From an optimization exercise on the open Yosys and OpenROAD flow, aimed at a short achievable clock period and few clock cycles; shortcuts taken in it are not production practice.
Function was checked by simulation only, so behaviour that the tests miss may differ from the original.

==> amber <==
==> flow/design.v <==
module riscv_processor(clk, rst, imem_addr, imem_rdata, dmem_addr, dmem_wdata, dmem_we, dmem_rdata);
    input clk, rst;
    output [31:0] imem_addr;
    input  [31:0] imem_rdata;
    output [31:0] dmem_addr;
    output [31:0] dmem_wdata;
    output dmem_we;
    input  [31:0] dmem_rdata;
    reg [31:0] fa;                   
    reg        f2v;                  
    reg [31:0] f2pc;
    reg        skv;                  
    reg [31:0] sk, skpc;
    reg        dv;                   
    reg [31:0] ir, dpc;
    reg [31:0] ea, eb, eimm, epc4, ebt;             
    reg        eaM, eaW, ebM, ebW;                  
    reg        e_bimm, e_sub, e_rsum, e_rand, e_ror, e_rslt, e_rimm, e_rlink;
    reg        e_br, e_bne, e_pred, e_jalr, e_load, e_store, e_we;
    reg [4:0]  erd;
    reg [31:0] mres, mwd;                           
    reg        mst, mload, mwe;
    reg [4:0]  mrd;
    reg [31:0] wres;                                
    reg        wload, wwe;
    reg [4:0]  wrd;
    reg [31:0] wbv;                                 
    reg        w2we;
    reg [4:0]  w2rd;
    reg [31:0] rf [1:31];
    reg [31:1] rv;                                  
    wire [4:0] dop = ir[6:2];
    wire d_R  = dop == 5'b01100;
    wire d_I  = dop == 5'b00100;
    wire d_L  = dop == 5'b00000;
    wire d_S  = dop == 5'b01000;
    wire d_B  = dop == 5'b11000;
    wire d_J  = dop == 5'b11011;
    wire d_JR = dop == 5'b11001;
    wire d_U  = dop == 5'b01101;
    wire [2:0] f3 = ir[14:12];
    wire [4:0] rs1 = ir[19:15];
    wire [4:0] rs2 = ir[24:20];
    wire [4:0] rd  = ir[11:7];
    wire use1 = d_R | d_I | d_L | d_S | d_B | d_JR;
    wire use2 = d_R | d_S | d_B;
    wire d_we = (d_R | d_I | d_L | d_J | d_JR | d_U) & (rd != 5'd0);
    wire [31:0] immI = {{20{ir[31]}}, ir[31:20]};
    wire [31:0] immS = {{20{ir[31]}}, ir[31:25], ir[11:7]};
    wire [31:0] immB = {{20{ir[31]}}, ir[7], ir[30:25], ir[11:8], 1'b0};
    wire [31:0] immJ = {{12{ir[31]}}, ir[19:12], ir[20], ir[30:21], 1'b0};
    wire [31:0] immU = {ir[31:12], 12'b0};
    wire [31:0] dimm = d_S ? immS : (d_U ? immU : immI);
    wire [31:0] dbt  = dpc + (d_J ? immJ : immB);
    wire [31:0] dpc4 = dpc + 32'd4;
    wire [31:0] rv0 = {rv, 1'b0};
    wire [31:0] rf1 = rv0[rs1] ? rf[rs1] : 32'd0;
    wire [31:0] rf2 = rv0[rs2] ? rf[rs2] : 32'd0;
    wire hE1 = e_we & (erd == rs1);
    wire hM1 = mwe  & (mrd == rs1);
    wire hW1 = wwe  & (wrd == rs1);
    wire hX1 = w2we & (w2rd == rs1);
    wire hE2 = e_we & (erd == rs2);
    wire hM2 = mwe  & (mrd == rs2);
    wire hW2 = wwe  & (wrd == rs2);
    wire hX2 = w2we & (w2rd == rs2);
    wire st1 = use1 & ((hE1 & e_load) | (~hE1 & hM1 & mload));
    wire st2 = use2 & ((hE2 & e_load) | (~hE2 & hM2 & mload));
    wire stallD = dv & (st1 | st2);
    wire [31:0] dA = hM1 ? mres : hW1 ? wres : hX1 ? wbv : rf1;
    wire [31:0] dB = hM2 ? mres : hW2 ? wres : hX2 ? wbv : rf2;
    wire [31:0] A  = eaM ? mres : (eaW ? wbv : ea);
    wire [31:0] Bv = ebM ? mres : (ebW ? wbv : eb);
    wire [31:0] B  = e_bimm ? eimm : Bv;
    wire [33:0] s34 = {1'b0, A, 1'b1} + {1'b0, B ^ {32{e_sub}}, e_sub};
    wire [31:0] sum = s34[32:1];
    wire lt = ~s34[33];
    wire [31:0] res = ({32{e_rsum}} & sum) | ({32{e_rand}} & (A & B)) | ({32{e_ror}} & (A | B)) |
                      {31'd0, e_rslt & lt} | ({32{e_rimm}} & eimm) | ({32{e_rlink}} & epc4);
    wire eq = (A == Bv);
    wire taken = e_br & (eq ^ e_bne);
    wire redirE = (e_br & (taken ^ e_pred)) | e_jalr;
    wire [31:0] tgtE = e_jalr ? sum : (e_pred ? epc4 : ebt);
    wire redirD = dv & ~stallD & ~redirE & (d_J | (d_B & ir[31]));
    wire flush = redirE | redirD;
    wire issue = dv & ~stallD & ~redirE;
    assign imem_addr = fa;
    always @(posedge clk or posedge rst) begin
        if (rst) begin
            fa <= 32'd0; f2v <= 1'b0; skv <= 1'b0; dv <= 1'b0;
        end else begin
            fa   <= redirE ? tgtE : (redirD ? dbt : (stallD ? fa : fa + 32'd4));
            f2v  <= ~flush & ~stallD;
            if (flush) begin
                skv <= 1'b0;
                dv  <= 1'b0;
            end else if (stallD) begin
                if (~skv) skv <= f2v;
            end else begin
                skv <= 1'b0;
                dv  <= skv | f2v;
            end
        end
    end
    always @(posedge clk) begin
        f2pc <= fa;
        if (stallD) begin
            if (~skv) begin
                sk   <= imem_rdata;
                skpc <= f2pc;
            end
        end else begin
            ir  <= skv ? sk : imem_rdata;
            dpc <= skv ? skpc : f2pc;
        end
    end
    always @(posedge clk or posedge rst) begin
        if (rst) begin
            e_br <= 1'b0; e_jalr <= 1'b0; e_load <= 1'b0; e_store <= 1'b0; e_we <= 1'b0;
        end else begin
            e_br    <= issue & d_B;
            e_jalr  <= issue & d_JR;
            e_load  <= issue & d_L;
            e_store <= issue & d_S;
            e_we    <= issue & d_we;
        end
    end
    always @(posedge clk) begin
        begin
            ea   <= dA;
            eb   <= dB;
            eimm <= dimm;
            epc4 <= dpc4;
            ebt  <= dbt;
            eaM  <= hE1;
            eaW  <= ~hE1 & ~hM1 & hW1 & wload;
            ebM  <= hE2;
            ebW  <= ~hE2 & ~hM2 & hW2 & wload;
            e_bimm  <= d_I | d_L | d_S | d_JR | d_U;
            e_sub   <= (d_R & (f3 == 3'b000) & ir[30]) | ((d_R | d_I) & (f3 == 3'b010));
            e_rsum  <= ((d_R | d_I) & (f3 == 3'b000)) | d_L | d_S;
            e_rand  <= (d_R | d_I) & (f3 == 3'b111);
            e_ror   <= (d_R | d_I) & (f3 == 3'b110);
            e_rslt  <= (d_R | d_I) & (f3 == 3'b010);
            e_rimm  <= d_U;
            e_rlink <= d_J | d_JR;
            e_bne   <= ir[12];
            e_pred  <= ir[31];
            erd     <= rd;
        end
    end
    assign dmem_addr  = mres;
    assign dmem_wdata = mwd;
    assign dmem_we    = mst;
    always @(posedge clk or posedge rst) begin
        if (rst) begin
            mst <= 1'b0; mload <= 1'b0; mwe <= 1'b0;
            wload <= 1'b0; wwe <= 1'b0; w2we <= 1'b0;
        end else begin
            mst   <= e_store;
            mload <= e_load;
            mwe   <= e_we;
            wload <= mload;
            wwe   <= mwe;
            w2we  <= wwe;
        end
    end
    always @(posedge clk) begin
        mres <= res;
        mwd  <= Bv;
        mrd  <= erd;
        wres <= mres;
        wrd  <= mrd;
        wbv  <= wload ? dmem_rdata : wres;
        w2rd <= wrd;
    end
    always @(posedge clk or posedge rst) begin
        if (rst) rv <= 31'd0;
        else if (w2we) rv[w2rd] <= 1'b1;
    end
    always @(posedge clk) begin
        if (w2we) rf[w2rd] <= wbv;
    end
endmodule
==> flow/run.sh <==
#!/bin/bash
# synth_recipe.tcl (not shown) runs the flow's synth.tcl, then flattens the netlist and writes it again
# the make line also repeats each setting of config.mk as NAME=value (left out here)
make -C /OpenROAD-flow-scripts/flow DESIGN_CONFIG=/design/flow/config.mk WORK_HOME=/design/flow/orfs CLKGATE_MAP_FILE= SYNTH_SCRIPT=/design/flow/synth_recipe.tcl finish
==> flow/config.mk <==
export PLATFORM = sky130hd
export DESIGN_NAME = riscv_processor
export DESIGN_NICKNAME = riscv_processor
export VERILOG_FILES = /design/flow/design.v
export SDC_FILE = /design/flow/constraint.sdc
export NUM_CORES = 4
export LEC_CHECK = 0
export ABC_CLOCK_PERIOD_IN_PS = 3000
export CAP_MARGIN = 20
export CORE_MARGIN = 2
export CORE_UTILIZATION = 40
export SETUP_SLACK_MARGIN = 5
export SLEW_MARGIN = 20
==> flow/constraint.sdc <==
create_clock -name core_clock -period 12.0 [get_ports {clk}]
set_input_delay 2.4000 -clock core_clock [delete_from_list [all_inputs] [get_ports {clk}]]
set_output_delay 2.4000 -clock core_clock [all_outputs]
set_load 0.01 [all_outputs]
==> pepper: changes against amber <==
--- a/flow/design.v
+++ b/flow/design.v
@@ -7,15 +7,31 @@
     output dmem_we;
     input  [31:0] dmem_rdata;
+    localparam NB = 4;
     reg [31:0] fa;                   
     reg        f2v;                  
     reg [31:0] f2pc;
+    reg        f2pt;                 
+    reg [NB-1:0] f2hv;               
     reg        skv;                  
     reg [31:0] sk, skpc;
+    reg        skpt;
+    reg [NB-1:0] skhv;
     reg        dv;                   
     reg [31:0] ir, dpc;
+    reg        dpt;
+    reg [NB-1:0] dhv;
+    reg [NB-1:0] bv;
+    reg [31:0] btag [0:NB-1];
+    reg [31:0] btgt [0:NB-1];
+    reg [NB-1:0] bptr;               
+    reg        u_alloc;              
+    reg [NB-1:0] u_inval;
+    reg [31:0] u_pc, u_tgt;
+    reg [31:0] epc;
+    reg [NB-1:0] ehv;
     reg [31:0] ea, eb, eimm, epc4, ebt;             
     reg        eaM, eaW, ebM, ebW;                  
     reg        e_bimm, e_sub, e_rsum, e_rand, e_ror, e_rslt, e_rimm, e_rlink;
-    reg        e_br, e_bne, e_pred, e_jalr, e_load, e_store, e_we;
+    reg        e_br, e_bne, e_pred, e_jalr, e_load, e_store, e_we, e_jal;
     reg [4:0]  erd;
     reg [31:0] mres, mwd;                           
@@ -82,5 +98,17 @@
     wire redirE = (e_br & (taken ^ e_pred)) | e_jalr;
     wire [31:0] tgtE = e_jalr ? sum : (e_pred ? epc4 : ebt);
-    wire redirD = dv & ~stallD & ~redirE & (d_J | (d_B & ir[31]));
+    wire spred = d_J | (d_B & (ir[31] | (~ir[12] & (rs1 == rs2))));
+    wire redirD = dv & ~stallD & ~redirE & ~dpt & spred;
+    reg [NB-1:0] hv;
+    reg [31:0] btarget;
+    integer k;
+    always @(*) begin
+        btarget = 32'd0;
+        for (k = 0; k < NB; k = k + 1) begin
+            hv[k] = bv[k] & (btag[k] == fa);
+            btarget = btarget | ({32{hv[k]}} & btgt[k]);
+        end
+    end
+    wire bhit = |hv;
     wire flush = redirE | redirD;
     wire issue = dv & ~stallD & ~redirE;
@@ -90,5 +118,5 @@
             fa <= 32'd0; f2v <= 1'b0; skv <= 1'b0; dv <= 1'b0;
         end else begin
-            fa   <= redirE ? tgtE : (redirD ? dbt : (stallD ? fa : fa + 32'd4));
+            fa   <= redirE ? tgtE : (redirD ? dbt : (stallD ? fa : (bhit ? btarget : fa + 32'd4)));
             f2v  <= ~flush & ~stallD;
             if (flush) begin
@@ -105,12 +133,18 @@
     always @(posedge clk) begin
         f2pc <= fa;
+        f2pt <= bhit;
+        f2hv <= hv;
         if (stallD) begin
             if (~skv) begin
                 sk   <= imem_rdata;
                 skpc <= f2pc;
+                skpt <= f2pt;
+                skhv <= f2hv;
             end
         end else begin
             ir  <= skv ? sk : imem_rdata;
             dpc <= skv ? skpc : f2pc;
+            dpt <= skv ? skpt : f2pt;
+            dhv <= skv ? skhv : f2hv;
         end
     end
@@ -118,5 +152,7 @@
         if (rst) begin
             e_br <= 1'b0; e_jalr <= 1'b0; e_load <= 1'b0; e_store <= 1'b0; e_we <= 1'b0;
-        end else begin
+            e_jal <= 1'b0;
+        end else begin
+            e_jal   <= issue & d_J;
             e_br    <= issue & d_B;
             e_jalr  <= issue & d_JR;
@@ -146,5 +182,7 @@
             e_rlink <= d_J | d_JR;
             e_bne   <= ir[12];
-            e_pred  <= ir[31];
+            e_pred  <= dpt | spred;
+            epc     <= dpc;
+            ehv     <= dhv;
             erd     <= rd;
         end
@@ -175,4 +213,32 @@
         w2rd <= wrd;
     end
+    reg [NB-1:0] upres;
+    always @(*) begin
+        for (k = 0; k < NB; k = k + 1) upres[k] = bv[k] & (btag[k] == u_pc);
+    end
+    always @(posedge clk or posedge rst) begin
+        if (rst) begin
+            u_alloc <= 1'b0; u_inval <= {NB{1'b0}};
+            bv <= {NB{1'b0}}; bptr <= {{(NB-1){1'b0}}, 1'b1};
+        end else begin
+            u_alloc <= (taken | e_jal) & ~|ehv;
+            u_inval <= (e_br & ~taken) ? ehv : {NB{1'b0}};
+            if (u_alloc & ~|upres) begin
+                bv   <= (bv & ~u_inval) | bptr;
+                bptr <= {bptr[NB-2:0], bptr[NB-1]};
+            end else begin
+                bv   <= bv & ~u_inval;
+            end
+        end
+    end
+    always @(posedge clk) begin
+        u_pc  <= epc;
+        u_tgt <= ebt;
+        for (k = 0; k < NB; k = k + 1)
+            if (u_alloc & ~|upres & bptr[k]) begin
+                btag[k] <= u_pc;
+                btgt[k] <= u_tgt;
+            end
+    end
     always @(posedge clk or posedge rst) begin
         if (rst) rv <= 31'd0;
==> flow/flow/run.sh (new file) <==
#!/bin/bash
set -euo pipefail
cd "$(dirname "$0")/.."
bash standard.sh SETUP_SLACK_MARGIN=8.3 finish > standard.log 2>&1
==> flow/standard.sh (new file) <==
#!/bin/bash
# synth_recipe.tcl (not shown) runs the flow's synth.tcl, then flattens the netlist and writes it again
# the make line also repeats each setting of config.mk as NAME=value (left out here)
make -C /OpenROAD-flow-scripts/flow DESIGN_CONFIG=/design/flow/config.mk WORK_HOME=/design/flow/orfs CLKGATE_MAP_FILE= SYNTH_SCRIPT=/design/flow/synth_recipe.tcl "${@:-finish}"
removed: flow/run.sh
==> harbor: changes against amber <==
--- a/flow/design.v
+++ b/flow/design.v
@@ -7,15 +7,30 @@
     output dmem_we;
     input  [31:0] dmem_rdata;
+    localparam NB = 4;
     reg [31:0] fa;                   
     reg        f2v;                  
     reg [31:0] f2pc;
+    reg        f2pt;                 
+    reg [NB-1:0] f2hv;               
     reg        skv;                  
     reg [31:0] sk, skpc;
+    reg        skpt;
+    reg [NB-1:0] skhv;
     reg        dv;                   
     reg [31:0] ir, dpc;
-    reg [31:0] ea, eb, eimm, epc4, ebt;             
-    reg        eaM, eaW, ebM, ebW;                  
-    reg        e_bimm, e_sub, e_rsum, e_rand, e_ror, e_rslt, e_rimm, e_rlink;
-    reg        e_br, e_bne, e_pred, e_jalr, e_load, e_store, e_we;
+    reg        dpt;
+    reg [NB-1:0] dhv;
+    reg [NB-1:0] bv;
+    reg [31:0] btag [0:NB-1];
+    reg [31:0] btgt [0:NB-1];
+    reg [NB-1:0] bptr;               
+    reg        u_alloc;              
+    reg [NB-1:0] u_inval;
+    reg [31:0] u_pc, u_tgt;
+    reg [31:0] epc;
+    reg [NB-1:0] ehv;
+    reg [31:0] ea, eb, es, eimm, epc4, ebt;
+    reg        e_sub, e_rsum, e_rand, e_ror, e_rslt, e_rimm, e_rlink;
+    reg        e_br, e_bne, e_pred, e_jalr, e_load, e_store, e_we, e_jal;
     reg [4:0]  erd;
     reg [31:0] mres, mwd;                           
@@ -28,4 +43,5 @@
     reg        w2we;
     reg [4:0]  w2rd;
+    wire [31:0] res;                                
     reg [31:0] rf [1:31];
     reg [31:1] rv;                                  
@@ -45,4 +61,5 @@
     wire use1 = d_R | d_I | d_L | d_S | d_B | d_JR;
     wire use2 = d_R | d_S | d_B;
+    wire d_bimm = d_I | d_L | d_S | d_JR | d_U;
     wire d_we = (d_R | d_I | d_L | d_J | d_JR | d_U) & (rd != 5'd0);
     wire [31:0] immI = {{20{ir[31]}}, ir[31:20]};
@@ -52,5 +69,7 @@
     wire [31:0] immU = {ir[31:12], 12'b0};
     wire [31:0] dimm = d_S ? immS : (d_U ? immU : immI);
-    wire [31:0] dbt  = dpc + (d_J ? immJ : immB);
+    wire [31:0] dbtJ = dpc + immJ;
+    wire [31:0] dbtB = dpc + immB;
+    wire [31:0] dbt  = ({32{d_J}} & dbtJ) | ({32{~d_J}} & dbtB);    
     wire [31:0] dpc4 = dpc + 32'd4;
     wire [31:0] rv0 = {rv, 1'b0};
@@ -68,19 +87,33 @@
     wire st2 = use2 & ((hE2 & e_load) | (~hE2 & hM2 & mload));
     wire stallD = dv & (st1 | st2);
-    wire [31:0] dA = hM1 ? mres : hW1 ? wres : hX1 ? wbv : rf1;
-    wire [31:0] dB = hM2 ? mres : hW2 ? wres : hX2 ? wbv : rf2;
-    wire [31:0] A  = eaM ? mres : (eaW ? wbv : ea);
-    wire [31:0] Bv = ebM ? mres : (ebW ? wbv : eb);
-    wire [31:0] B  = e_bimm ? eimm : Bv;
-    wire [33:0] s34 = {1'b0, A, 1'b1} + {1'b0, B ^ {32{e_sub}}, e_sub};
+    wire [31:0] wbv_n = wload ? dmem_rdata : wres;
+    wire [31:0] dA = hE1 ? res : hM1 ? mres : hW1 ? wbv_n : hX1 ? wbv : rf1;
+    wire [31:0] dB = hE2 ? res : hM2 ? mres : hW2 ? wbv_n : hX2 ? wbv : rf2;
+    wire d_sub = (d_R & (f3 == 3'b000) & ir[30]) | ((d_R | d_I) & (f3 == 3'b010));
+    wire [31:0] A  = ea;
+    wire [31:0] B  = eb;
+    wire [33:0] s34 = {1'b0, A, 1'b1} + {1'b0, B, e_sub};
+    wire [31:0] jt = A + eimm;
     wire [31:0] sum = s34[32:1];
     wire lt = ~s34[33];
-    wire [31:0] res = ({32{e_rsum}} & sum) | ({32{e_rand}} & (A & B)) | ({32{e_ror}} & (A | B)) |
+    assign res = ({32{e_rsum}} & sum) | ({32{e_rand}} & (A & B)) | ({32{e_ror}} & (A | B)) |
                       {31'd0, e_rslt & lt} | ({32{e_rimm}} & eimm) | ({32{e_rlink}} & epc4);
-    wire eq = (A == Bv);
+    wire eq = (A == B);
     wire taken = e_br & (eq ^ e_bne);
     wire redirE = (e_br & (taken ^ e_pred)) | e_jalr;
-    wire [31:0] tgtE = e_jalr ? sum : (e_pred ? epc4 : ebt);
-    wire redirD = dv & ~stallD & ~redirE & (d_J | (d_B & ir[31]));
+    wire [31:0] tgtE = e_jalr ? jt : (e_pred ? epc4 : ebt);
+    wire spred = d_J | (d_B & (ir[31] | (~ir[12] & (rs1 == rs2))));
+    wire redirD = dv & ~stallD & ~redirE & ~dpt & spred;
+    reg [NB-1:0] hv;
+    reg [31:0] btarget;
+    integer k;
+    always @(*) begin
+        btarget = 32'd0;
+        for (k = 0; k < NB; k = k + 1) begin
+            hv[k] = bv[k] & (btag[k] == fa);
+            btarget = btarget | ({32{hv[k]}} & btgt[k]);
+        end
+    end
+    wire bhit = |hv;
     wire flush = redirE | redirD;
     wire issue = dv & ~stallD & ~redirE;
@@ -90,5 +123,5 @@
             fa <= 32'd0; f2v <= 1'b0; skv <= 1'b0; dv <= 1'b0;
         end else begin
-            fa   <= redirE ? tgtE : (redirD ? dbt : (stallD ? fa : fa + 32'd4));
+            fa   <= redirE ? tgtE : (redirD ? dbt : (stallD ? fa : (bhit ? btarget : fa + 32'd4)));
             f2v  <= ~flush & ~stallD;
             if (flush) begin
@@ -105,12 +138,18 @@
     always @(posedge clk) begin
         f2pc <= fa;
+        f2pt <= bhit;
+        f2hv <= hv;
         if (stallD) begin
             if (~skv) begin
                 sk   <= imem_rdata;
                 skpc <= f2pc;
+                skpt <= f2pt;
+                skhv <= f2hv;
             end
         end else begin
             ir  <= skv ? sk : imem_rdata;
             dpc <= skv ? skpc : f2pc;
+            dpt <= skv ? skpt : f2pt;
+            dhv <= skv ? skhv : f2hv;
         end
     end
@@ -118,5 +157,7 @@
         if (rst) begin
             e_br <= 1'b0; e_jalr <= 1'b0; e_load <= 1'b0; e_store <= 1'b0; e_we <= 1'b0;
-        end else begin
+            e_jal <= 1'b0;
+        end else begin
+            e_jal   <= issue & d_J;
             e_br    <= issue & d_B;
             e_jalr  <= issue & d_JR;
@@ -129,14 +170,10 @@
         begin
             ea   <= dA;
-            eb   <= dB;
+            eb   <= (d_bimm ? dimm : dB) ^ {32{d_sub}};
+            es   <= dB;
             eimm <= dimm;
             epc4 <= dpc4;
             ebt  <= dbt;
-            eaM  <= hE1;
-            eaW  <= ~hE1 & ~hM1 & hW1 & wload;
-            ebM  <= hE2;
-            ebW  <= ~hE2 & ~hM2 & hW2 & wload;
-            e_bimm  <= d_I | d_L | d_S | d_JR | d_U;
-            e_sub   <= (d_R & (f3 == 3'b000) & ir[30]) | ((d_R | d_I) & (f3 == 3'b010));
+            e_sub   <= d_sub;
             e_rsum  <= ((d_R | d_I) & (f3 == 3'b000)) | d_L | d_S;
             e_rand  <= (d_R | d_I) & (f3 == 3'b111);
@@ -146,5 +183,7 @@
             e_rlink <= d_J | d_JR;
             e_bne   <= ir[12];
-            e_pred  <= ir[31];
+            e_pred  <= dpt | spred;
+            epc     <= dpc;
+            ehv     <= dhv;
             erd     <= rd;
         end
@@ -168,10 +207,38 @@
     always @(posedge clk) begin
         mres <= res;
-        mwd  <= Bv;
+        mwd  <= es;
         mrd  <= erd;
         wres <= mres;
         wrd  <= mrd;
-        wbv  <= wload ? dmem_rdata : wres;
+        wbv  <= wbv_n;
         w2rd <= wrd;
+    end
+    reg [NB-1:0] upres;
+    always @(*) begin
+        for (k = 0; k < NB; k = k + 1) upres[k] = bv[k] & (btag[k] == u_pc);
+    end
+    always @(posedge clk or posedge rst) begin
+        if (rst) begin
+            u_alloc <= 1'b0; u_inval <= {NB{1'b0}};
+            bv <= {NB{1'b0}}; bptr <= {{(NB-1){1'b0}}, 1'b1};
+        end else begin
+            u_alloc <= (taken | e_jal) & ~|ehv;
+            u_inval <= (e_br & ~taken) ? ehv : {NB{1'b0}};
+            if (u_alloc & ~|upres) begin
+                bv   <= (bv & ~u_inval) | bptr;
+                bptr <= {bptr[NB-2:0], bptr[NB-1]};
+            end else begin
+                bv   <= bv & ~u_inval;
+            end
+        end
+    end
+    always @(posedge clk) begin
+        u_pc  <= epc;
+        u_tgt <= ebt;
+        for (k = 0; k < NB; k = k + 1)
+            if (u_alloc & ~|upres & bptr[k]) begin
+                btag[k] <= u_pc;
+                btgt[k] <= u_tgt;
+            end
     end
     always @(posedge clk or posedge rst) begin
==> flow/flow/run.sh (new file) <==
#!/bin/bash
set -euo pipefail
cd "$(dirname "$0")/.."
bash standard.sh SETUP_SLACK_MARGIN=8.3 finish > standard.log 2>&1
==> flow/standard.sh (new file) <==
#!/bin/bash
# synth_recipe.tcl (not shown) runs the flow's synth.tcl, then flattens the netlist and writes it again
# the make line also repeats each setting of config.mk as NAME=value (left out here)
make -C /OpenROAD-flow-scripts/flow DESIGN_CONFIG=/design/flow/config.mk WORK_HOME=/design/flow/orfs CLKGATE_MAP_FILE= SYNTH_SCRIPT=/design/flow/synth_recipe.tcl "${@:-finish}"
--- a/flow/config.mk
+++ b/flow/config.mk
@@ -9,5 +9,5 @@
 export CAP_MARGIN = 20
 export CORE_MARGIN = 2
-export CORE_UTILIZATION = 40
+export CORE_UTILIZATION = 60
 export SETUP_SLACK_MARGIN = 5
 export SLEW_MARGIN = 20
removed: flow/run.sh
==> results.cfg <==
[status]
status = no timing/DRC/antenna violations

[finish]
inv_count = 56
buf_share_pct = 2.92

[hold_path]
hold_start = e_store

[floorplan]
fp.coreArea_um2 = 181000

[timing]
fmax_mhz = 175

[worst_setup_path]
path_depth = 16

[global_routing]
antenna_found_initial = 7

[logic_synthesis]
yosys.area_share.simple_pct = 4.97
The numbers above come from amber.

==> results.cfg <==
[finish]
inv_count = 179
buf_share_pct = 4.80

[status]
status = no timing/DRC/antenna violations

[worst_setup_path]
path_depth = 2

[timing]
fmax_mhz = 254

[floorplan]
fp.coreArea_um2 = 150000

[hold_path]
hold_start = es[16]

[global_routing]
antenna_found_initial = 15
The numbers above come from harbor.

==> results.cfg <==
[finish]
buf_share_pct = 4.94
inv_count = 71

[status]
status = no timing/DRC/antenna violations

[hold_path]
hold_start = epc[5]

[worst_setup_path]
path_depth = 19

[timing]
fmax_mhz = 229

[floorplan]
fp.coreArea_um2 = 217000
The numbers above come from pepper.

Testbench counts of amber, summed over its fixed seeds: cycles 151,338.
Testbench counts of pepper, summed over its fixed seeds: cycles 133,059.
Testbench counts of harbor, summed over its fixed seeds: cycles 133,059.

separate check: timing with driven ports:
No port has a modelled driver above. Below, the same layouts with a new extraction and two added sets of constraints. Step 1 (the two cells are an assumption about what drives the block):
set clk [get_ports {clk}]
set_driving_cell -lib_cell sky130_fd_sc_hd__clkbuf_16 $clk
set_driving_cell -lib_cell sky130_fd_sc_hd__buf_2 [delete_from_list [all_inputs] $clk]
Step 2 also shifts input and output timing later by t, the mid clock arrival at the registers, as if the neighbouring blocks saw the same clock. a / b / c = ideal / step 1 / step 2; a / b = the first two.
run	shift t [ns]	setup slack, ns	clock arrival spread, ns	slew at the worst register clock pin (ns)	worst data-port slew with drivers (ns)
amber	0.861	6.291 / 6.291 / 6.291	0.026 / 0.025	0.07 / 0.07	0.13
pepper	0.956	7.627 / 7.627 / 7.627	0.049 / 0.050	0.07 / 0.07	0.08
harbor	0.909	8.063 / 7.972 / 7.388	0.051 / 0.051	0.07 / 0.07	0.23
After both steps setup and hold are still met in every run listed. The setup slack of harbor, which loses most, moves by -0.091 ns with the drivers and by -0.675 ns with both steps.
